Context: an optimization exercise on an open-source flow, tuned for small area and a short achievable clock period. The choices shown serve that exercise and are no tape-out recipe. Function was checked by simulation only, so behaviour that the tests miss may differ from the original.

==> try-fjord: inputs <==
// BLOCK_ULA_OPS
module BLOCK_ULA_OPS #(
    parameter DATA_WIDTH = 8,
    parameter ADDR_WIDTH = 12,
    parameter ULA_WIDTH = 24
    ) (
        input clk,
        input [(ADDR_WIDTH-1):0] MUX_REG1_IN,                    
        input [(DATA_WIDTH-1):0] REG1_IN,
        input [(DATA_WIDTH-1):0] MUX_REG2_IN_0,  
        input [(ADDR_WIDTH-1):0] MUX_REG2_IN_1,  
        input [(ADDR_WIDTH-1):0] MUX_REG2_IN_2,  
        input [(DATA_WIDTH-1):0] REG2_IN,
        output wire [(ULA_WIDTH-1):0] ULA_OUT,
        output reg REG_COMP_OUT,
        output reg REG_OVERFLOW_OUT,
        input [1:0] SEL_MUX1,
        input [1:0] SEL_MUX2,
        input CTRL_REG_OP1, CTRL_REG_OP2,
        input CTRL_REG_OVERFLOW, CTRL_REG_COMP,
        input [3:0] SEL_ULA
    );
Settings: LEC_CHECK=0, CAP_MARGIN=20, CORE_MARGIN=2, CORE_UTILIZATION=75, PLACE_DENSITY=0.85, SLEW_MARGIN=20, SYNTH_HIERARCHICAL=1; clock period 11.0 ns.
standard.sh (not shown) runs the stock make flow with config.mk's settings and CLKGATE_MAP_FILE= SYNTH_SCRIPT=/design/flow/synth_recipe.tcl, a recipe that flattens the netlist after the stock synthesis.
==> flow/flow/run.sh <==
#!/bin/bash
# The standard layout, with the port buffers that buffer_ports inserts made
# sky130_fd_sc_hd__buf_1 instead of the cell it picks on its own.
set -euo pipefail
bash standard.sh BUFFER_PORTS_ARGS="-buffer_cell sky130_fd_sc_hd__buf_1" finish > standard_make.log 2>&1
==> inputs of try-maple, as changes to try-fjord <==
--- a/flow/design.v
+++ b/flow/design.v
@@ -1,15 +1,9 @@
 module ULA_FA (input a, input b, input c, output s, output co);
     assign s = a ^ b ^ c;
     assign co = (a & b) | (a & c) | (b & c);
 endmodule
-module ULA_HS (input a, input b, output s);
-    assign s = ~(a ^ b);
-endmodule
-module ULA_HC (input a, input b, output co);
-    assign co = a | b;
-endmodule
 module BLOCK_ULA_OPS #(
     parameter DATA_WIDTH = 8,
     parameter ADDR_WIDTH = 12,
     parameter ULA_WIDTH = 24
     ) (
@@ -202,32 +196,21 @@
     ULA_FA fa96 (.a(tc_134), .b(ts_173), .c(tc_172), .s(ts_215), .co(tc_216));
     ULA_FA fa97 (.a(tc_138), .b(ts_175), .c(tc_174), .s(ts_217), .co(tc_218));
     ULA_FA fa98 (.a(tc_142), .b(ts_177), .c(tc_176), .s(ts_219), .co(tc_220));
     ULA_FA fa99 (.a(tc_144), .b(ts_179), .c(tc_178), .s(ts_221), .co(tc_222));
     ULA_FA fa100 (.a(ppn[11][10]), .b(ppn[10][11]), .c(tc_180), .s(ts_223), .co(tc_224));
-    ULA_HS ha0s (.a(ppn[8][1]), .b(ts_1), .s(ts_41));
-    ULA_HC ha0c (.a(ppn[8][1]), .b(ts_1), .co(tc_42));
-    ULA_HS ha1s (.a(ts_3), .b(ts_5), .s(ts_47));
-    ULA_HC ha1c (.a(ts_3), .b(ts_5), .co(tc_48));
-    ULA_HS ha2s (.a(ts_9), .b(ts_11), .s(ts_53));
-    ULA_HC ha2c (.a(ts_9), .b(ts_11), .co(tc_54));
-    ULA_HS ha3s (.a(ts_15), .b(ts_17), .s(ts_59));
-    ULA_HC ha3c (.a(ts_15), .b(ts_17), .co(tc_60));
-    ULA_HS ha4s (.a(ppn[5][1]), .b(ts_25), .s(ts_93));
-    ULA_HC ha4c (.a(ppn[5][1]), .b(ts_25), .co(tc_94));
-    ULA_HS ha5s (.a(ts_27), .b(ts_29), .s(ts_97));
-    ULA_HC ha5c (.a(ts_27), .b(ts_29), .co(tc_98));
-    ULA_HS ha6s (.a(ts_33), .b(ts_35), .s(ts_101));
-    ULA_HC ha6c (.a(ts_33), .b(ts_35), .co(tc_102));
-    ULA_HS ha7s (.a(ppn[1][0]), .b(ppn[0][1]), .s(ts_183));
-    ULA_HC ha7c (.a(ppn[1][0]), .b(ppn[0][1]), .co(tc_184));
-    ULA_HS ha8s (.a(ppn[2][1]), .b(ts_145), .s(ts_187));
-    ULA_HC ha8c (.a(ppn[2][1]), .b(ts_145), .co(tc_188));
-    ULA_HS ha9s (.a(tc_146), .b(ts_147), .s(ts_189));
-    ULA_HC ha9c (.a(tc_146), .b(ts_147), .co(tc_190));
-    ULA_HS ha10s (.a(tc_148), .b(ts_149), .s(ts_191));
-    ULA_HC ha10c (.a(tc_148), .b(ts_149), .co(tc_192));
+    ULA_FA ha0 (.a(ppn[8][1]), .b(ts_1), .c(1'b1), .s(ts_41), .co(tc_42));
+    ULA_FA ha1 (.a(ts_3), .b(ts_5), .c(1'b1), .s(ts_47), .co(tc_48));
+    ULA_FA ha2 (.a(ts_9), .b(ts_11), .c(1'b1), .s(ts_53), .co(tc_54));
+    ULA_FA ha3 (.a(ts_15), .b(ts_17), .c(1'b1), .s(ts_59), .co(tc_60));
+    ULA_FA ha4 (.a(ppn[5][1]), .b(ts_25), .c(1'b1), .s(ts_93), .co(tc_94));
+    ULA_FA ha5 (.a(ts_27), .b(ts_29), .c(1'b1), .s(ts_97), .co(tc_98));
+    ULA_FA ha6 (.a(ts_33), .b(ts_35), .c(1'b1), .s(ts_101), .co(tc_102));
+    ULA_FA ha7 (.a(ppn[1][0]), .b(ppn[0][1]), .c(1'b1), .s(ts_183), .co(tc_184));
+    ULA_FA ha8 (.a(ppn[2][1]), .b(ts_145), .c(1'b1), .s(ts_187), .co(tc_188));
+    ULA_FA ha9 (.a(tc_146), .b(ts_147), .c(1'b1), .s(ts_189), .co(tc_190));
+    ULA_FA ha10 (.a(tc_148), .b(ts_149), .c(1'b1), .s(ts_191), .co(tc_192));
     wire [23:0] row1 = {(hn23), tc_224, tc_222, tc_220, tc_218, tc_216, tc_214, tc_212, tc_210, tc_208, tc_206, tc_204, tc_202, tc_200, tc_198, tc_196, tc_194, tc_192, tc_190, tc_188, tc_186, tc_184, tc_182, ts_181};
     wire [23:0] row2 = {1'b1, ppn[11][11], ts_223, ts_221, ts_219, ts_217, ts_215, ts_213, ts_211, ts_209, ts_207, ts_205, ts_203, ts_201, ts_199, ts_197, ts_195, ts_193, ts_191, ts_189, ts_187, ts_185, ts_183, 1'b1};
     wire [23:0] cp = row1 ^ row2;
     wire [23:0] cg = row1 & row2;
     wire ag1 = cg[1] | (cp[1] & (cg[0] | cp[0]));
--- a/flow/config.mk
+++ b/flow/config.mk
@@ -5,9 +5,8 @@
 export SDC_FILE = /design/flow/constraint.sdc
 export NUM_CORES = 4
 export LEC_CHECK = 0
 export CAP_MARGIN = 20
 export CORE_MARGIN = 2
-export CORE_UTILIZATION = 75
-export PLACE_DENSITY = 0.85
+export CORE_UTILIZATION = 40
 export SLEW_MARGIN = 20
 export SYNTH_HIERARCHICAL = 1
==> metrics.yaml <==
clk_pin_slew_ns: 0.05
cp_max_fo: 16
die_w_um: 124.6
fmaxAchievable_ghz: 0.09461
cp-startpoint: "SEL_ULA[2]"
die_area_mm2: 0.01552
grt_pass1_vias: 5370
wl_per_cell_um: 18.24
final_nets: 923
synthCells: 597
status: "finished clean"
drive_gt1_share_pct: 9.065
avgSynthCellArea_um2: 9.743
the above is filed under try-maple

==> metrics.yaml <==
final_nets: 936
drc: 0
synthArstFlopShare_pct: 0
synth_top_family_by_area: "adder cells"
die_area_mm2: 0.008363
seq_cell_count: 18
cp_max_fo: 6
clk_pin_slew_ns: 0.07
die_w_um: 91.45
io_pins: 99
fin_skew_ns: 0.006275
grt_busiest_layer: "met2"
fmaxAchievable_ghz: 0.09381
grt_pass1_vias: 6048
avgSynthCellArea_um2: 9.104
cp-startpoint: "SEL_MUX1[0]"
vias_per_cell: 6.834
status: "finished clean"
the above is filed under try-fjord

static timing again, ports no longer ideal:
In the flow no input, the clock included, has a driving cell. The finished layouts below were timed again as built, in two steps.
Step 1 (the two cells are an assumption about what drives the block):
set clk [get_ports {clk}]
set_driving_cell -lib_cell sky130_fd_sc_hd__clkbuf_16 $clk
set_driving_cell -lib_cell sky130_fd_sc_hd__buf_2 [delete_from_list [all_inputs] $clk]
Step 2 adds t to the input delays and takes it off the output delays; t is the mean of the earliest and latest rising clock arrival at the registers after step 1. Input paths then give back, and output paths get back, about the clock's delay inside the block.
Three values: no drivers, after step 1, after step 2; two values: the first two.
run	t, ns	setup WS [ns]	worst setup path at the end	clock arrival spread, ns
try-fjord	0.286	0.340 / 0.319 / 0.319	input to output	0.006 / 0.006
try-maple	0.278	0.430 / 0.408 / 0.408	input to output	0.003 / 0.003
After both steps every run listed still meets setup and hold. For try-maple, which loses most, drivers alone change the setup slack by -0.022 ns; drivers and shift together by -0.022 ns.
